What follows belongs to an exercise in optimizing a design on an open flow for small area; a production flow would make more cautious choices. At most, simulation tests tie the RTL to the original design; equivalence was not proved. The RTL of run 2 was laid out without a check of its function. Power figures rest on the tool's default switching activity, not on a simulated workload.

$ cat design/flow/flow/recover.tcl
# Downsize cells on paths with timing slack to spare (ORFS hook, sourced
# before detailed placement).
estimate_parasitics -placement
repair_timing -recover_power 100
$ cat design/flow/constraint.sdc
create_clock -name core_clock -period 8.0 [get_ports {clk}]
set_input_delay 1.6000 -clock core_clock [delete_from_list [all_inputs] [get_ports {clk}]]
set_output_delay 1.6000 -clock core_clock [all_outputs]
set_load 0.01 [all_outputs]
$ cat design/flow/design.v
module spi_top(
    input clk,rst,wr,
    input [7:0]din,addr,
    output done,err,
    output [7:0]dout
);
reg [127:0] ring0;
reg [127:0] ring1;
reg [3:0] ptr;
reg clr;
reg [4:0] cnt;
reg [7:0] cap;
reg done_r, err_r;
localparam [4:0] C3 = 5'd6, C22 = 5'd2, C23 = 5'd4;
wire ok     = (addr[7:5] == 3'd0);
wire done_n = ok ? (wr ? (cnt == C22) : (cnt == C23)) : (cnt == C3);
wire hit    = (ptr == addr[3:0]);
wire start  = (cnt == 5'd0);
wire we     = wr & ok & hit & ~start;
wire [7:0] d0 = (we & ~addr[4]) ? din : (clr ? 8'd0 : ring0[127:120]);
wire [7:0] d1 = (we &  addr[4]) ? din : (clr ? 8'd0 : ring1[127:120]);
wire cap_ld = hit & ~wr & ok & ~start;
wire cap_cl = rst | done_r;
wire cap_k  = ~cap_cl & ~cap_ld;
wire cap_s0 = ~cap_cl & cap_ld & ~clr & ~addr[4];
wire cap_s1 = ~cap_cl & cap_ld & ~clr &  addr[4];
assign done = done_r;
assign err  = err_r;
assign dout = cap;
always @(posedge clk) begin
    ring0 <= {ring0[119:0], d0};
    ring1 <= {ring1[119:0], d1};
    cap <= (cap & {8{cap_k}}) | (ring0[127:120] & {8{cap_s0}}) | (ring1[127:120] & {8{cap_s1}});
    if (rst) begin
        ptr <= 4'd0;
        clr <= 1'b1;
        cnt <= 5'd0;
        done_r <= 1'b0;
        err_r <= 1'b0;
    end
    else begin
        ptr <= {ptr[2:0], ptr[3] ^ ptr[2] ^ (ptr[2:0] == 3'd0)};
        if (ptr == 4'b1000)
            clr <= 1'b0;
        cnt <= done_n ? 5'd0 : {cnt[3:0], ~(cnt[4] ^ cnt[1])};
        done_r <= done_n;
        err_r <= ~ok & (cnt == C3);
    end
end
endmodule
$ cat design/flow/flow/run.sh
#!/bin/bash
# Standard layout, with these changes:
# - after floorplanning, the combinational logic is re-mapped for area
#   (restructure.tcl), with a library copy that leaves out the platform's
#   don't-use cells (filter_lib.py);
# - the port buffers are the smallest buffer (buf_1);
# - cells with timing slack to spare are downsized before detailed placement
#   (recover.tcl);
# - clock tree synthesis clusters up to 20 flip-flops per clkbuf_8, builds
#   the tree above them from clkbuf_4 and inserts no dummy loads.
# Each ORFS step logs to orfs/logs/; make's output goes to standard.log.
set -euo pipefail
mkdir -p rmp
python3 flow/filter_lib.py \
  "$FLOW_HOME/platforms/sky130hd/lib/sky130_fd_sc_hd__tt_025C_1v80.lib" \
  rmp/lib.lib 'lpflow|probe' > rmp/filter_lib.log 2>&1
bash standard.sh \
  POST_FLOORPLAN_TCL="$PWD/flow/restructure.tcl" \
  BUFFER_PORTS_ARGS="-buffer_cell sky130_fd_sc_hd__buf_1" \
  PRE_DETAIL_PLACE_TCL="$PWD/flow/recover.tcl" \
  CTS_ARGS="-sink_clustering_enable -repair_clock_nets -sink_clustering_size 20 -sink_clustering_max_diameter 70 -buf_list sky130_fd_sc_hd__clkbuf_8 -root_buf sky130_fd_sc_hd__clkbuf_4 -tree_buf sky130_fd_sc_hd__clkbuf_4 -dont_use_dummy_load" \
  finish > standard.log 2>&1
$ cat design/flow/config.mk
export PLATFORM = sky130hd
export DESIGN_NAME = spi_top
export DESIGN_NICKNAME = spi_top
export VERILOG_FILES = /design/flow/design.v
export SDC_FILE = /design/flow/constraint.sdc
export NUM_CORES = 4
export LEC_CHECK = 0
export CAP_MARGIN = 20
export CORE_MARGIN = 2
export CORE_UTILIZATION = 70
export SLEW_MARGIN = 20
$ cat design/flow/flow/filter_lib.py
#!/usr/bin/env python3
"""Copy a Liberty file, leaving out the cells whose names match a pattern."""
import re, sys
src, dst, pat = sys.argv[1], sys.argv[2], re.compile(sys.argv[3])
text = open(src).read()
out = []
i = 0
cell = re.compile(r'\n(\s*)cell\s*\(\s*"?([\w]+)"?\s*\)\s*\{')
while True:
    m = cell.search(text, i)
    if not m:
        out.append(text[i:])
        break
    # find the end of this cell group by brace counting
    j = m.end()
    depth = 1
    while depth:
        c = text[j]
        if c == '{':
            depth += 1
        elif c == '}':
            depth -= 1
        j += 1
    out.append(text[i:m.start()])
    if not pat.search(m.group(2)):
        out.append(text[m.start():j])
    i = j
open(dst, 'w').write(''.join(out))
$ cat design/flow/standard.sh
#!/bin/bash
# synth_recipe.tcl (not shown) runs the flow's synth.tcl, then flattens the netlist and writes it again
# the make line also repeats each setting of config.mk as NAME=value (left out here)
make -C /OpenROAD-flow-scripts/flow DESIGN_CONFIG=/design/flow/config.mk WORK_HOME=/design/flow/orfs CLKGATE_MAP_FILE= SYNTH_SCRIPT=/design/flow/synth_recipe.tcl "${@:-finish}"
$ cat design/flow/flow/restructure.tcl
# ORFS hook, sourced at the end of floorplanning: re-map the combinational
# logic for area with ABC (OpenROAD's restructure). ABC reads a copy of the
# platform's library without its don't-use cells, which run.sh writes to
# rmp/ in the work folder. Registers are not touched.
set work [file normalize [file join [file dirname [info script]] ..]]
set tiehi [join $::env(TIEHI_CELL_AND_PORT) /]
set tielo [join $::env(TIELO_CELL_AND_PORT) /]
report_design_area
restructure -target area -liberty_file $work/rmp/lib.lib \
  -tiehi_port $tiehi -tielo_port $tielo -work_dir $work/rmp \
  -abc_logfile $work/rmp/abc.log
report_design_area
==> summary.txt, run 1 <==
Yosys
After synthesis, the cell types taking the most area are sky130_fd_sc_hd__dfxtp_1 87%, sky130_fd_sc_hd__mux2_4 1.9%, sky130_fd_sc_hd__mux2_2 1.4%, sky130_fd_sc_hd__mux2i_1 1.3%, sky130_fd_sc_hd__nor2b_1 1.2%. The cell count after synthesis is ~370. The number of enable flip-flop cells after synthesis is 0. The main combinational cell family by area after synthesis is multiplexers. Sequential cells were found to cover about 87% of the synthesized design area. For this run, the number of Yosys warnings is 1.

The post-synthesis adder-cell area fraction is 0.197%. The post-synthesis area per instance is approximately 17 µm². The post-synthesis compound-gate area fraction is 2.19%. Counting instances in the post-synthesis netlist gives the leading cell types as 276 x sky130_fd_sc_hd__dfxtp_1, 12 x sky130_fd_sc_hd__nor2b_1. The portion of netlist area occupied by mux cells is about 4.6%. The share of synthesized cell area in and, or, nand and nor gates is under 10%. Yosys instantiated no cell more often than sky130_fd_sc_hd__dfxtp_1. The synthesized netlist devotes less than 1% of its cell area to XOR and XNOR gates. The cell taking the most area after synthesis is sky130_fd_sc_hd__dfxtp_1.

In this run the biggest area consumer among cell types represents between 80 and 90% of the synthesized area. For this run, asynchronously set or reset flops after synthesis account for 0%. The number of distinct library cells after synthesis is 30. The cell area that synthesis handed to floorplanning was 0.00634 mm².

Synthesis produced a netlist with a net count of about 390. The main flop type after synthesis is sky130_fd_sc_hd__dfxtp_1. In this run, synthesis produced a sequential element count of approximately 280.

Setup path
The sort of element at the end of the critical path is a register. For the worst setup path, the data required time is around 8.5 ns. The type of origin of the critical path is a primary input. For the worst setup path, the data arrival time is 4.11 ns. The worst setup path is of the primary input to register kind. The maximum fanout along the worst path is 9.

Detailed routing
Dividing the detail-routed wire length by the instance count gives about 15 µm. After detailed routing, the number of vias per cell comes to just under 5. For this block, the initial DRC count from the detailed router was about 90. Summing over every cut layer, the via total after detailed routing is between 2,000 and 3,000. For this run, the detailed router's first-pass iteration total came to 4. Once detail routing completed, the nets flagged for antenna violations numbered 0. In the routed design, unresolved DRC markers number 0. After detailed routing, the total wire length is 7470 µm.

Floorplanning
The area of the die is 0.00983 mm². The floorplan row count is 34. The effective utilization at floorplan is between 70 and 80%.

The horizontal die dimension is between 90 and 100 µm. The die is 99.1 µm tall. The I/O pin count is 29.

The core region is 0.00876 mm².

Clock network
The largest buffer count on any clock path is 3. The post-cts gate resize count is 0. In this run, post-CTS hold repair placed 0 buffers. The clock insertion delay at the later pin of the skew report is 0.57 ns. The clock transition at the registers of the reported paths is 0.11 ns. The clock tree from TritonCTS is built.

Counting every sink on the clock net gives around 280. The cell at the root of the clock tree is sky130_fd_sc_hd__clkbuf_4. Counting the buffers created by CTS gives 17. The H-tree level count is 1. The setup fix buffers added after clock tree synthesis is 0.

STA
The worst path uses around 46% of the clock period. Setup violations remaining at the end of the flow were counted as 0. The clock skew is around 0.033 ns. The highest clock frequency the design can meet is between 0.2 and 0.3 GHz. On the final layout, the worst hold slack is about 0.32 ns. For the finished layout, the period the worst path requires is ~3.7 ns. The pin slew with the least headroom to its limit is about 1 ns. The count of pins over their slew limit came to 0. The sum of negative setup slack is 0 ns. The number of hold-slack violations in the final timing report came to 0. Setup repair after global routing left no endpoint under its margin. The remaining max-slew budget at the tightest pin is between 30% and 40%.

Cells and area
The layout has around 540 filler cells. The total inserted antenna cells is 0. The area overhead of the layout relative to synthesis is 2.88%. After the last flow step, the layout net total stands at between 400 and 500. The share of cells above drive strength 1 is between 4 and 5%.

Run
The max-capacitance violation count is 0.

Run status
The flow ran to the end and the layout has no timing, DRC or antenna violations.

Placement
The count of buffers from port buffering is 28. The congestion estimate from routability-driven global placement came to 0.755. Once detailed placement completed, the half-perimeter wirelength came to about 4700 µm.

Min path
The type of the most critical hold path is register to register.

GRT
The global-route usage over all layers is between 10% and 20%. The first-pass GRT wire length is around 12,000 µm. Entering global routing, the biggest net connects 21 pins.

The via count of the first global-routing pass is 2,398. After global routing the overflow that remains totals 0. The number of antenna violations at the first check in global routing was 0.

Power
The switching share of total power is around a fifth. The switching power summed over all nets is 0.000365 W. The leakage power of the design is 2.49 nW.

The maximum vdd drop is 0.000207 V. Internal power comes to around 0.0016 W. The part of the power in the clock network is a little over a quarter. In this run, the combinational gates consume about 1% of the power. Of the total power, registers draw a little under three quarters. The power density over cell area is between 200 and 300 mW/mm².
## layout by cell type (no fill, tap or decap), types with 3 or more instances in the layout
cell type	netlist	final
sky130_fd_sc_hd__buf_1	0	26
sky130_fd_sc_hd__clkinv_1	0	17
sky130_fd_sc_hd__a32o_1	0	16
sky130_fd_sc_hd__dfxtp_1	276	276
sky130_fd_sc_hd__nor2_1	3	5
sky130_fd_sc_hd__nor3_1	4	6
sky130_fd_sc_hd__clkbuf_4	0	3
sky130_fd_sc_hd__o22ai_1	0	16
sky130_fd_sc_hd__clkbuf_8	0	14
sky130_fd_sc_hd__nor2b_1	12	4
sky130_fd_sc_hd__o21ai_0	1	4
## power groups by stage
stage / Combinational [W] / Sequential, W / Clock (W)
3_5_place_dp: 0.0000185 / 0.00141 / 0
2_1_floorplan: 0.0000201 / 0.00141 / 0
3_3_place_gp: 0.0000181 / 0.00141 / 0
6_report: 0.0000185 / 0.00138 / 0.000527
4_1_cts: 0.0000186 / 0.00138 / 0.000544
5_1_grt: 0.0000211 / 0.00138 / 0.000590
## metal layers
layer  wire length, µm  global-route usage, %  share of wire (%)  vias to the layer above
li1                  -                      -                  -                     1284
met1              3860                   24.4                 52                     1187
met2              3050                   22.9                 41                       53
met3               359                   3.44                4.8                       17
met4               191                   5.06                2.6                        0
met5                 0                      0                  0                        -
## critical path, stage by stage
cell and delay (ns):
sky130_fd_sc_hd__buf_1 0.08, sky130_fd_sc_hd__o2bb2ai_1 0.11, sky130_fd_sc_hd__or4_1 0.59, sky130_fd_sc_hd__nor3_1 0.84, sky130_fd_sc_hd__clkinv_1 0.50, sky130_fd_sc_hd__a32o_1 0.39
## layout make-up
type | instances | area [µm²] | area share (%)
multi-input combinational | 68 | 474 | 7.27
tap | 108 | 135 | 2.07
timing repair buffer | 28 | 105 | 1.61
clock buffer | 17 | 215 | 3.30
sequential | 276 | 5530 | 84.8
inverter | 17 | 63.8 | 0.979
## path summary, 6_finish.rpt
check	to	cells after the start	startpoint	slack (ns)
worst min-delay path	ring1[77]	0	ring1[69]	0.32
worst max-delay path	ring0[5]	6	addr[2]	4.34
worst min register to register	ring1[77]	0	ring1[69]	0.32
worst max register to register	ring0[5]	6	ptr[3]	4.99
## cell families (layout without fill, tap and decap cells)
group,Yosys count,after routing
AO/OA/AOI/OAI,14,44
AND/OR/NAND/NOR,39,23
XOR/XNOR,6,0
adder cells (fa/ha/maj),1,0
multiplexers,24,1
flip-flops,276,276
buffers and inverters,6,62
## per-stage QoR
stage | utilization (%) | area, µm² | power, W | cells | worst slack, ns
5_1_grt | 74.4 | 6520 | 0.00199 | 514 | 4.19
3_3_place_gp | 71.9 | 6300 | 0.00143 | 497 | 3.93
2_1_floorplan | - | 6340 | 0.00143 | 366 | 5.01
3_5_place_dp | 71.9 | 6300 | 0.00143 | 497 | 3.82
6_report | 74.4 | 6520 | 0.00192 | 514 | 4.34
4_1_cts | 74.4 | 6520 | 0.00194 | 514 | 4.42
## state kept, by name, summed over array words and instances, names as in the netlist
| name | cells |
|---|---|
| cnt | 5 |
| clr | 1 |
| done_r | 1 |
| ptr | 4 |
| cap | 8 |
| ring1 | 128 |
| err_r | 1 |
| ring0 | 128 |
==> run 2, diff against run 1 <==
--- a/design/flow/design.v
+++ b/design/flow/design.v
@@ -11,5 +11,5 @@
 reg [4:0] cnt;
 reg [7:0] cap;
-reg done_r, err_r;
+reg err_r;
 localparam [4:0] C3 = 5'd6, C22 = 5'd2, C23 = 5'd4;
 wire ok     = (addr[7:5] == 3'd0);
@@ -21,9 +21,9 @@
 wire [7:0] d1 = (we &  addr[4]) ? din : (clr ? 8'd0 : ring1[127:120]);
 wire cap_ld = hit & ~wr & ok & ~start;
-wire cap_cl = rst | done_r;
+wire cap_cl = rst | done;
 wire cap_k  = ~cap_cl & ~cap_ld;
 wire cap_s0 = ~cap_cl & cap_ld & ~clr & ~addr[4];
 wire cap_s1 = ~cap_cl & cap_ld & ~clr &  addr[4];
-assign done = done_r;
+assign done = start & ~(clr & (ptr == 4'd0));
 assign err  = err_r;
 assign dout = cap;
@@ -36,13 +36,11 @@
         clr <= 1'b1;
         cnt <= 5'd0;
-        done_r <= 1'b0;
         err_r <= 1'b0;
     end
     else begin
-        ptr <= {ptr[2:0], ptr[3] ^ ptr[2] ^ (ptr[2:0] == 3'd0)};
-        if (ptr == 4'b1000)
+        ptr <= ptr + 4'd1;
+        if (ptr == 4'd15)
             clr <= 1'b0;
         cnt <= done_n ? 5'd0 : {cnt[3:0], ~(cnt[4] ^ cnt[1])};
-        done_r <= done_n;
         err_r <= ~ok & (cnt == C3);
     end
==> summary.txt, run 2 <==
Run status
The run finished with no timing, DRC or antenna violations.

Yosys
Among all flip-flop cells after synthesis, the most frequent one is sky130_fd_sc_hd__dfxtp_1. The count of warnings emitted by yosys came to 1 (unchanged). The cell count after synthesis came to 376 (+2.7%). The share of flip-flops with an asynchronous set or reset after synthesis is 0% (unchanged). The area of the mapped netlist is 0.00633 mm² (about the same). The post-synthesis area per instance is 16.8 µm² (-2.7%).

Yosys attributes the largest share of cell area to sky130_fd_sc_hd__dfxtp_1 87%, sky130_fd_sc_hd__mux2_2 2.5%, sky130_fd_sc_hd__nor2b_1 1.9%, sky130_fd_sc_hd__mux2i_1 1.4%, sky130_fd_sc_hd__o2bb2ai_1 1.1%. The portion of synthesized cell area occupied by the leading cell type is 86.9% (-0.28 points). The number of distinct library cells after synthesis was 30 (unchanged). The cell taking the most area after synthesis is sky130_fd_sc_hd__dfxtp_1.

Yosys instantiated no cell more often than sky130_fd_sc_hd__dfxtp_1. The sequential cell area fraction in the yosys report was 86.9% (-0.28 points). The number of enable flip-flop cells after synthesis came to 0 (unchanged). The synthesized netlist net count came to 397 (+2.8%).

After synthesis, the most frequently instantiated cells are 275 x sky130_fd_sc_hd__dfxtp_1, 19 x sky130_fd_sc_hd__nor2b_1, 14 x sky130_fd_sc_hd__mux2_2. The register bit count reported by yosys is 275 (-0.36%).

Cells and area
The area overhead of the layout relative to synthesis is 3.06%. In the final layout, the registers with the most flip-flops are ring0 x128, ring1 x128, cap x8. Leaving out fill and tap cells, the most frequent cells in the layout are 275 x sky130_fd_sc_hd__dfxtp_1, 27 x sky130_fd_sc_hd__buf_1, 19 x sky130_fd_sc_hd__clkinv_1. The number of cells in the finished layout apart from fillers came to 519 (+0.97%). Leaving out fill and tap cells, the most frequent cell in the layout is sky130_fd_sc_hd__dfxtp_1. The total inserted antenna cells was 0 (unchanged). The count of fill cells added during filler insertion is 558 (+2.8%). The share of cells above drive strength 1 is 4.14% (-0.051 points). The number of nets in the layout is 432 (+1.2%).

Setup path
The critical path's largest stage delay was 0.42 ns (-0.42 ns). The register-to-register path setup slack is 5.37 ns (+0.38 ns). The endpoint identified for the worst register-to-register timing path is ring1[5]. The sort of element at the end of the critical path is an output port.

The type of origin of the critical path is a register. On the critical path, the stage with the largest delay is an instance of sky130_fd_sc_hd__or3_1. The arrival time reported for the critical path endpoint is 2.05 ns (-2.06 ns). The worst reg2reg path startpoint is ptr[1]. The start-to-end type of the worst setup path is register to output port. The maximum fanout along the worst path was 4 (-5). The critical path data required time is 6.40 ns (-2.05 ns).

Tracing the worst setup path back leads to its startpoint at cnt[0]. The number of cells traversed by the worst register-to-register path came to 9 (+3). The cell type with the highest occurrence count on the critical path is sky130_fd_sc_hd__or3_1. Walking the worst path, the cells encountered are or3_1 -> or3_1 -> a31oi_1 -> buf_1.

Power
The power density over cell area was 294 mW/mm² (-0.38%). The leakage power of the design is 2.48 nW (-0.13%). The share of total power in sequential cells came to 71.6% (about the same). The cell internal power dissipation is 0.00155 W (-0.31%).

The part of the power in the clock network was 27.4% (about the same). The maximum vdd drop is 0.000212 V (+2.2%). The switching power summed over all nets is 0.000365 W (about the same). The switching share of total power is 19.0% (+0.052 points). The share of total power in combinational logic was 1.1% (about the same). The total power of the final layout is 0.00192 W (-0.24%).

Run
The max-capacitance violation count came to 0 (unchanged).

Clock network
The largest buffer count on any clock path is 3 (unchanged). The H-tree level count came to 1 (unchanged). The clock transition at the registers of the reported paths is 0.10 ns (about the same). The number of buffers inserted for hold repair after clock tree synthesis is 0 (unchanged).

The clock tree from TritonCTS is built. The setup fix buffers added after clock tree synthesis is 0 (unchanged). The root buffer cell chosen for the clock tree is sky130_fd_sc_hd__clkbuf_4. The clock insertion delay at the later pin of the skew report is 0.58 ns (about the same). The number of sinks driven by the clock tree is 275 (-0.36%).

The post-cts gate resize count is 0 (unchanged). The total clock buffers created by CTS is 17 (unchanged).

Detailed routing
The aggregate routed wire length is 7690 µm (+3.0%). The length of the first detailed-routing pass in iterations came to 4 (unchanged). The initial DRC count is 116 (+26%). The via density per instance was 4.93 (-0.18%).

The final antenna-violating net count is 0 (unchanged). The wire length per cell after detailed routing is 14.8 µm (+2.0%). The number of design rule violations left after detail routing is 0 (unchanged). The routed via count was 2,561 (+0.79%).

STA
The final critical-path required period is 3.65 ns (-0.00885 ns). The count of pins over their slew limit was 0 (unchanged). The highest clock frequency the design can meet was 0.274 GHz (+0.24%). The final setup slack of the worst path was 4.35 ns (+0.00885 ns). The number of endpoints failing setup at the final stage is 0 (unchanged). The sum of negative setup slack was 0 ns (unchanged). The clock skew is 0.0335 ns (+0.000437 ns). The pin slew with the least headroom to its limit is 0.605 ns (-0.400 ns). The remaining max-slew budget at the tightest pin came to 59.5% (+27 points). The part of the cycle the worst path needs is 45.6% (-0.11 points). Setup repair after global routing left no endpoint under its margin. The number of hold-slack violations in the final timing report is 0 (unchanged). The worst hold-check slack was 0.314 ns (-0.00330 ns).

GRT
The total global routing overflow is 0 (unchanged). The global-route usage over all layers is 16.2% (+0.32 points). The number of antenna violations at the first check in global routing is 0 (unchanged).

The via count of the first global-routing pass is 2,528 (+5.4%). The first-pass GRT wire length is 12,500 µm (+2.2%). The maximum number of pins on one net before global-route repair is 21 (unchanged).

Placement
The worst-case setup slack after placement is 4.09 ns (+0.270 ns). The post-detailed-placement half-perimeter wirelength is 4820 µm (+1.6%). The placer congestion estimate is 0.833 (+10%). The count of buffers from port buffering is 28 (unchanged). The number of placed instances with taps included is 502 (+1.0%).

Floorplanning
The area of the placeable core was 0.00876 mm² (unchanged). The I/O pin count was 29 (unchanged). The effective utilization at floorplan is 72.3% (about the same). The floorplan row count was 34 (unchanged). The area of the die came to 0.00982 mm² (about the same). The vertical die dimension was 99.1 µm (about the same). The horizontal die dimension came to 99.1 µm (about the same).

Min path
The cell depth of the worst hold path was 0 (unchanged). In this run the most critical hold path is launched from ring0[68]. The type of the most critical hold path is register to register. The worst hold path terminates at ring0[76].
==> run 2: changes by cell type after synthesis, moves of 2 or more <==
cell	previous run	this run
sky130_fd_sc_hd__mux2_4	8	0
sky130_fd_sc_hd__buf_6	2	0
sky130_fd_sc_hd__nand3_4	0	2
sky130_fd_sc_hd__and2b_1	8	0
sky130_fd_sc_hd__nor2_1	3	9
sky130_fd_sc_hd__nor2b_1	12	19
sky130_fd_sc_hd__mux2_2	8	14
sky130_fd_sc_hd__mux2_1	0	2
sky130_fd_sc_hd__nor3_1	4	2
==> run 2: power by group through the flow <==
stage                     registers, W  clock network, W  logic [W]
after floorplan                0.00141                 0  0.0000189
final                          0.00137          0.000526  0.0000205
after global placement         0.00141                 0  0.0000203
after CTS                      0.00137          0.000543  0.0000207
after global routing           0.00138          0.000588  0.0000232
after detailed placement       0.00141                 0  0.0000206
==> run 2: final cells by class <==
class	instances	area, µm²	share of cell area (%)
multi-input combinational	72	495	7.59
tap	108	135	2.07
timing repair buffer	28	105	1.61
inverter	19	71.3	1.09
sequential	275	5510	84.3
clock buffer	17	215	3.30
==> run 2: per-stage QoR <==
step / instance area (µm²) / utilization (%)
2_1_floorplan: 6330 / -
3_3_place_gp: 6310 / 72.0
3_5_place_dp: 6310 / 72.0
4_1_cts: 6530 / 74.5
5_1_grt: 6530 / 74.5
6_report: 6530 / 74.5
==> run 2: cells by family after synthesis <==
group / after synthesis / share of synthesized area, %
DFF: 275 / 86.9
and+or+nand+nor: 48 / 5.22
muxes: 25 / 4.27
AOI/OAI and AO/OA: 13 / 1.94
buffers and inverters: 7 / 0.435
xor gates and xnor gates: 6 / 0.830
adders and majority gates: 2 / 0.395
==> run 2: worst max-delay path: cells and delay by family (launching register included) <==
family	cells	cell delay, ns
compound gates	1	0.21
flops	1	0.33
simple gates	2	0.77
buf+inv	1	0.18
==> run 2: per-layer routing <==
metal / track usage (%) / wire (µm) / vias up
li1: - / - / 1304
met1: 23.6 / 3950 / 1194
met2: 24.4 / 3230 / 49
met3: 3.94 / 356 / 14
met4: 4.95 / 159 / 0
met5: 0 / 0 / -
==> run 2: how the worst max path moves through the flow <==
| stage | to | slack, ns | cells after the start |
|---|---|---|---|
| 2_1_floorplan | ring0[6] | 4.87 | 4 |
| 3_3_place_gp | ring1[1] | 4.22 | 8 |
| 3_5_place_dp | ring1[1] | 4.09 | 8 |
| 4_1_cts | done | 4.34 | 4 |
| 5_1_grt | done | 4.22 | 4 |
| 6_report | done | 4.35 | 4 |

## static timing again, ports no longer ideal
In the flow no input, the clock included, has a driving cell. The finished layouts below were timed again as built, in two steps. Step 1 sets driving cells, clkbuf_16 on the clock port and buf_2 on the other inputs (assumed; they add their load-dependent delay and slew). Step 2 adds t to the input delays and takes it off the output delays; t is the mean of the earliest and latest rising clock arrival at the registers after step 1. Input paths then give back, and output paths get back, about the clock's delay inside the block. Three values: ideal, step 1, step 2; two values: the first two.
run	t (ns)	slack for setup (ns)	hold WS [ns]	worst data-port slew with drivers (ns)
run 1	0.586	4.344 / 4.350 / 3.764	0.317 / 0.317 / 0.317	0.04
run 2	0.592	4.353 / 4.321 / 4.049	0.314 / 0.314 / 0.314	0.04
After both steps setup and hold are still met in every run listed. The setup slack of run 1, which loses most, moves by +0.006 ns with the drivers and by -0.580 ns with both steps.
